What follows belongs to an exercise in optimizing a design on an open flow for a short achievable clock period and few clock cycles; a production flow would make more cautious choices.
Where RTL was checked, it was by simulation tests only, not by an equivalence proof against the original.
Power figures rest on the tool's default switching activity, not on a simulated workload.

Setup of the previous run:
==> flow/design.v <==
`timescale 1ns / 1ps
module CacheController(
    rst,
    clk,
    wr,
    rd,
    data_rd,
    data_wr,
    addr_req,
    addr_resp,
    rdy,
    busy,
    wr_mem,
    rd_mem,
    busy_mem,
    data_rd_mem,
    data_wr_mem,
    addr_mem,
    cache_miss_count,
    cache_hit_count
    );
    input  rst;
    input  clk;
    input  wr;
    input  rd;
    output [31:0] data_rd;
    reg    [31:0] data_rd;
    input  [31:0] data_wr;
    input  [31:0] addr_req;
    output [31:0] addr_resp;
    reg    [31:0] addr_resp;
    output rdy;
    reg    rdy;
    output busy;
    reg    busy;
    output  wr_mem;
    output  rd_mem;
    input   busy_mem;
    input  [31:0] data_rd_mem;
    output [31:0] data_wr_mem;
    output [31:0] addr_mem;
    output [31:0] cache_miss_count;
    output [31:0] cache_hit_count;
    reg [15:0]  cache_valid;
    reg [23:0]  cache_tag [15:0];
    wire [23:0] addr_tag   = addr_req[31:8];
    wire [3:0]  addr_index = addr_req[7:4];
    wire req = wr | rd;
    assign rd_mem      = rd;
    assign wr_mem      = wr;
    assign addr_mem    = addr_req;
    assign data_wr_mem = data_wr;
    reg [15:0] line_hit;
    integer i;
    always @(*) begin
        for (i = 0; i < 16; i = i + 1)
            line_hit[i] = (addr_index == i) && cache_valid[i] && (cache_tag[i] == addr_tag);
    end
    wire hit = |line_hit;
    reg [31:0] hit_base, hit_base1, miss_base, miss_base1;
    reg [7:0]  hit_sel, miss_sel;
    wire [31:0] hit_now, miss_now;    
    genvar g;
    generate
        for (g = 0; g < 8; g = g + 1) begin : grp
            assign hit_now[4*g+3:4*g]  = hit_sel[g]  ? hit_base1[4*g+3:4*g]  : hit_base[4*g+3:4*g];
            assign miss_now[4*g+3:4*g] = miss_sel[g] ? miss_base1[4*g+3:4*g] : miss_base[4*g+3:4*g];
        end
    endgenerate
    assign cache_hit_count  = hit_now;
    assign cache_miss_count = miss_now;
    wire [7:0] hit_carry, miss_carry;
    generate
        for (g = 0; g < 8; g = g + 1) begin : cry
            if (g == 0) begin : c0
                assign hit_carry[g]  = 1'b1;
                assign miss_carry[g] = 1'b1;
            end else begin : cn
                assign hit_carry[g]  = &hit_now[4*g-1:0];
                assign miss_carry[g] = &miss_now[4*g-1:0];
            end
        end
    endgenerate
    always @(posedge clk or posedge rst) begin
        if (rst) begin
            cache_valid <= 16'h0000;
            rdy         <= 1'b0;
            busy        <= 1'b1;
            hit_sel     <= 8'h00;
            miss_sel    <= 8'h00;
            hit_base    <= 32'd0;
            hit_base1   <= 32'd1;
            miss_base   <= 32'd0;
            miss_base1  <= 32'd1;
        end else begin
            rdy        <= req;
            busy       <= busy_mem;
            hit_sel    <= (req &&  hit) ? hit_carry  : 8'h00;
            miss_sel   <= (req && !hit) ? miss_carry : 8'h00;
            hit_base   <= hit_now;
            hit_base1  <= hit_now + 32'd1;
            miss_base  <= miss_now;
            miss_base1 <= miss_now + 32'd1;
            if (req)
                cache_valid[addr_index] <= 1'b1;
        end
    end
    always @(posedge clk) begin
        if (req)
            cache_tag[addr_index] <= addr_tag;
    end
    always @(posedge clk or posedge rst) begin
        if (rst) begin
            addr_resp <= 32'h00000000;
            data_rd   <= 32'h00000000;
        end else begin
            addr_resp <= addr_req;
            data_rd   <= data_rd_mem;
        end
    end
endmodule
make LEC_CHECK=0 ABC_CLOCK_PERIOD_IN_PS=2000 CAP_MARGIN=20 CORE_MARGIN=2 CORE_UTILIZATION=45 PLACE_DENSITY=0.6 SETUP_SLACK_MARGIN=3.1 SLEW_MARGIN=20 finish   # period 5.5 ns
run.sh (not shown) runs the stock make flow with config.mk's settings and CLKGATE_MAP_FILE= SYNTH_SCRIPT=/design/flow/synth_recipe.tcl, a recipe that flattens the netlist after the stock synthesis.
Testbench counts of the previous run, summed over its fixed seeds: cycles 16,008.
Input-level comparison between the current run and the previous run:
--- a/flow/design.v
+++ b/flow/design.v
@@ -55,31 +55,11 @@
     always @(*) begin
         for (i = 0; i < 16; i = i + 1)
-            line_hit[i] = (addr_index == i) && cache_valid[i] && (cache_tag[i] == addr_tag);
+            line_hit[i] = cache_valid[i] && (cache_tag[i] == addr_tag);
     end
-    wire hit = |line_hit;
+    wire hit = line_hit[addr_index];
     reg [31:0] hit_base, hit_base1, miss_base, miss_base1;
-    reg [7:0]  hit_sel, miss_sel;
-    wire [31:0] hit_now, miss_now;    
-    genvar g;
-    generate
-        for (g = 0; g < 8; g = g + 1) begin : grp
-            assign hit_now[4*g+3:4*g]  = hit_sel[g]  ? hit_base1[4*g+3:4*g]  : hit_base[4*g+3:4*g];
-            assign miss_now[4*g+3:4*g] = miss_sel[g] ? miss_base1[4*g+3:4*g] : miss_base[4*g+3:4*g];
-        end
-    endgenerate
-    assign cache_hit_count  = hit_now;
-    assign cache_miss_count = miss_now;
-    wire [7:0] hit_carry, miss_carry;
-    generate
-        for (g = 0; g < 8; g = g + 1) begin : cry
-            if (g == 0) begin : c0
-                assign hit_carry[g]  = 1'b1;
-                assign miss_carry[g] = 1'b1;
-            end else begin : cn
-                assign hit_carry[g]  = &hit_now[4*g-1:0];
-                assign miss_carry[g] = &miss_now[4*g-1:0];
-            end
-        end
-    endgenerate
+    reg        last_hit, last_miss;
+    assign cache_hit_count  = last_hit  ? hit_base1  : hit_base;
+    assign cache_miss_count = last_miss ? miss_base1 : miss_base;
     always @(posedge clk or posedge rst) begin
         if (rst) begin
@@ -87,6 +67,6 @@
             rdy         <= 1'b0;
             busy        <= 1'b1;
-            hit_sel     <= 8'h00;
-            miss_sel    <= 8'h00;
+            last_hit    <= 1'b0;
+            last_miss   <= 1'b0;
             hit_base    <= 32'd0;
             hit_base1   <= 32'd1;
@@ -96,10 +76,10 @@
             rdy        <= req;
             busy       <= busy_mem;
-            hit_sel    <= (req &&  hit) ? hit_carry  : 8'h00;
-            miss_sel   <= (req && !hit) ? miss_carry : 8'h00;
-            hit_base   <= hit_now;
-            hit_base1  <= hit_now + 32'd1;
-            miss_base  <= miss_now;
-            miss_base1 <= miss_now + 32'd1;
+            last_hit   <= req && hit;
+            last_miss  <= req && !hit;
+            hit_base   <= cache_hit_count;
+            hit_base1  <= cache_hit_count + 32'd1;
+            miss_base  <= cache_miss_count;
+            miss_base1 <= cache_miss_count + 32'd1;
             if (req)
                 cache_valid[addr_index] <= 1'b1;
--- outcome ---
Comparing the current run and the previous run, the lower net switching fraction of the power is on the previous run. Between the current run and the previous run, it is the current run whose post-synth net total is lower, by 38. Between the current run and the previous run, the floorplan core area is lower for the current run. The current run has less setup slack than the previous run. Relative to the previous run, post-synthesis instance total has decreased by 38 in the current run. Between the previous run and the current run, the flow reports number of non-clock inverters in the layout increasing by a few percent. Per the comparison of the current run with the previous run, number of DRC violations after detailed-routing iteration 0 up 154; combinational power grew by 41%; fraction of synthesized cell area in xor and xnor cells rose 0.58 points; maximum frequency dropped about 9%. Highest metal layer with signal wires: met4 -> the current run, met5 -> the previous run. Looking at logic gate share of total power, the current run sits above the previous run. Launch point of the critical path = miss_sel[4]: the previous run; launch point of the critical path = last_hit: the current run. Per the comparison of the current run with the previous run, part of the total power dissipated in the clock network went down by 3.0 points, layout clock buffer count went down by about 1.1%, wire length went down by 1.0%.
No functional check of the RTL was part of the current run.


Starts from the design.v that is shown in full above.
export LEC_CHECK = 0
export ABC_CLOCK_PERIOD_IN_PS = 2000
export CAP_MARGIN = 20
export CORE_MARGIN = 2
export CORE_UTILIZATION = 45
export CTS_CLUSTER_DIAMETER = 80
export CTS_CLUSTER_SIZE = 40
export PLACE_DENSITY = 0.6
export SETUP_SLACK_MARGIN = 3.2
export SLEW_MARGIN = 20
create_clock -name core_clock -period 5.5 [get_ports {clk}]
Testbench counts at the start, summed over its fixed seeds: cycles 16,008.
Change:
--- a/flow/design.v
+++ b/flow/design.v
@@ -60,6 +60,8 @@
     reg [31:0] hit_base, hit_base1, miss_base, miss_base1;
     reg [7:0]  hit_sel, miss_sel;
     wire [31:0] hit_now, miss_now;    
+    wire [31:0] hit_next  = hit_sel[0]  ? hit_base1  : hit_base;
+    wire [31:0] miss_next = miss_sel[0] ? miss_base1 : miss_base;
     genvar g;
     generate
         for (g = 0; g < 8; g = g + 1) begin : grp
@@ -76,8 +78,8 @@
                 assign hit_carry[g]  = 1'b1;
                 assign miss_carry[g] = 1'b1;
             end else begin : cn
-                assign hit_carry[g]  = &hit_now[4*g-1:0];
-                assign miss_carry[g] = &miss_now[4*g-1:0];
+                assign hit_carry[g]  = &hit_next[4*g-1:0];
+                assign miss_carry[g] = &miss_next[4*g-1:0];
             end
         end
     endgenerate
@@ -97,10 +99,10 @@
             busy       <= busy_mem;
             hit_sel    <= (req &&  hit) ? hit_carry  : 8'h00;
             miss_sel   <= (req && !hit) ? miss_carry : 8'h00;
-            hit_base   <= hit_now;
-            hit_base1  <= hit_now + 32'd1;
-            miss_base  <= miss_now;
-            miss_base1 <= miss_now + 32'd1;
+            hit_base   <= hit_next;
+            hit_base1  <= hit_next + 32'd1;
+            miss_base  <= miss_next;
+            miss_base1 <= miss_next + 32'd1;
             if (req)
                 cache_valid[addr_index] <= 1'b1;
         end
After rerunning:
- wire length falls by about 3.3%
- core utilization came out lower by 2.4 points
- sequential share of layout area went up by 0.72 points
- clock skew came out lower by 6.3 ps
- clock power came out lower by about 3%
- total power fell by about 0.34%
- sequential power is about the same
- worst setup slack degrades by 56 ps
- area after synthesis increases by about 2.5%
- via count went down by 0.45%
- synthesized cell count rises by 4.8%
- critical path depth does not change
- non-clock buffer count drops by 135
Only the layout flow was run in the second run of this note; the RTL was not checked for function there.

## separate check: timing with driven ports
No port has a modelled driver above. Below, the same layouts with a new extraction and two added sets of constraints.
Step 1, drivers: a clkbuf_16 drives clk and a buf_2 each remaining input, both assumed.
Step 2 times the ports against the registers' clock, not the clock port: input delays grow and output delays shrink by t, the midpoint of the rising clock arrivals with the driver on.
Three values: ideal, step 1, step 2; two values: the first two.
| run | shift t [ns] | slack for setup (ns) | slew at the worst register clock pin (ns) | pins driven straight from the clock port |
|---|---|---|---|---|
| the previous run | 0.657 | 2.743 / 2.681 / 2.110 | 0.06 / 0.06 | 1 |
| the current run | 0.642 | 2.463 / 2.404 / 2.350 | 0.06 / 0.06 | 1 |
| the first run of note 2 | 0.634 | 2.789 / 2.727 / 2.180 | 0.11 / 0.11 | 1 |
| the second run of note 2 | 0.641 | 2.732 / 2.670 / 2.094 | 0.12 / 0.12 | 1 |
After both steps setup and hold are still met in every run listed. The setup slack of the second run of note 2, which loses most, moves by -0.062 ns with the drivers and by -0.638 ns with both steps.
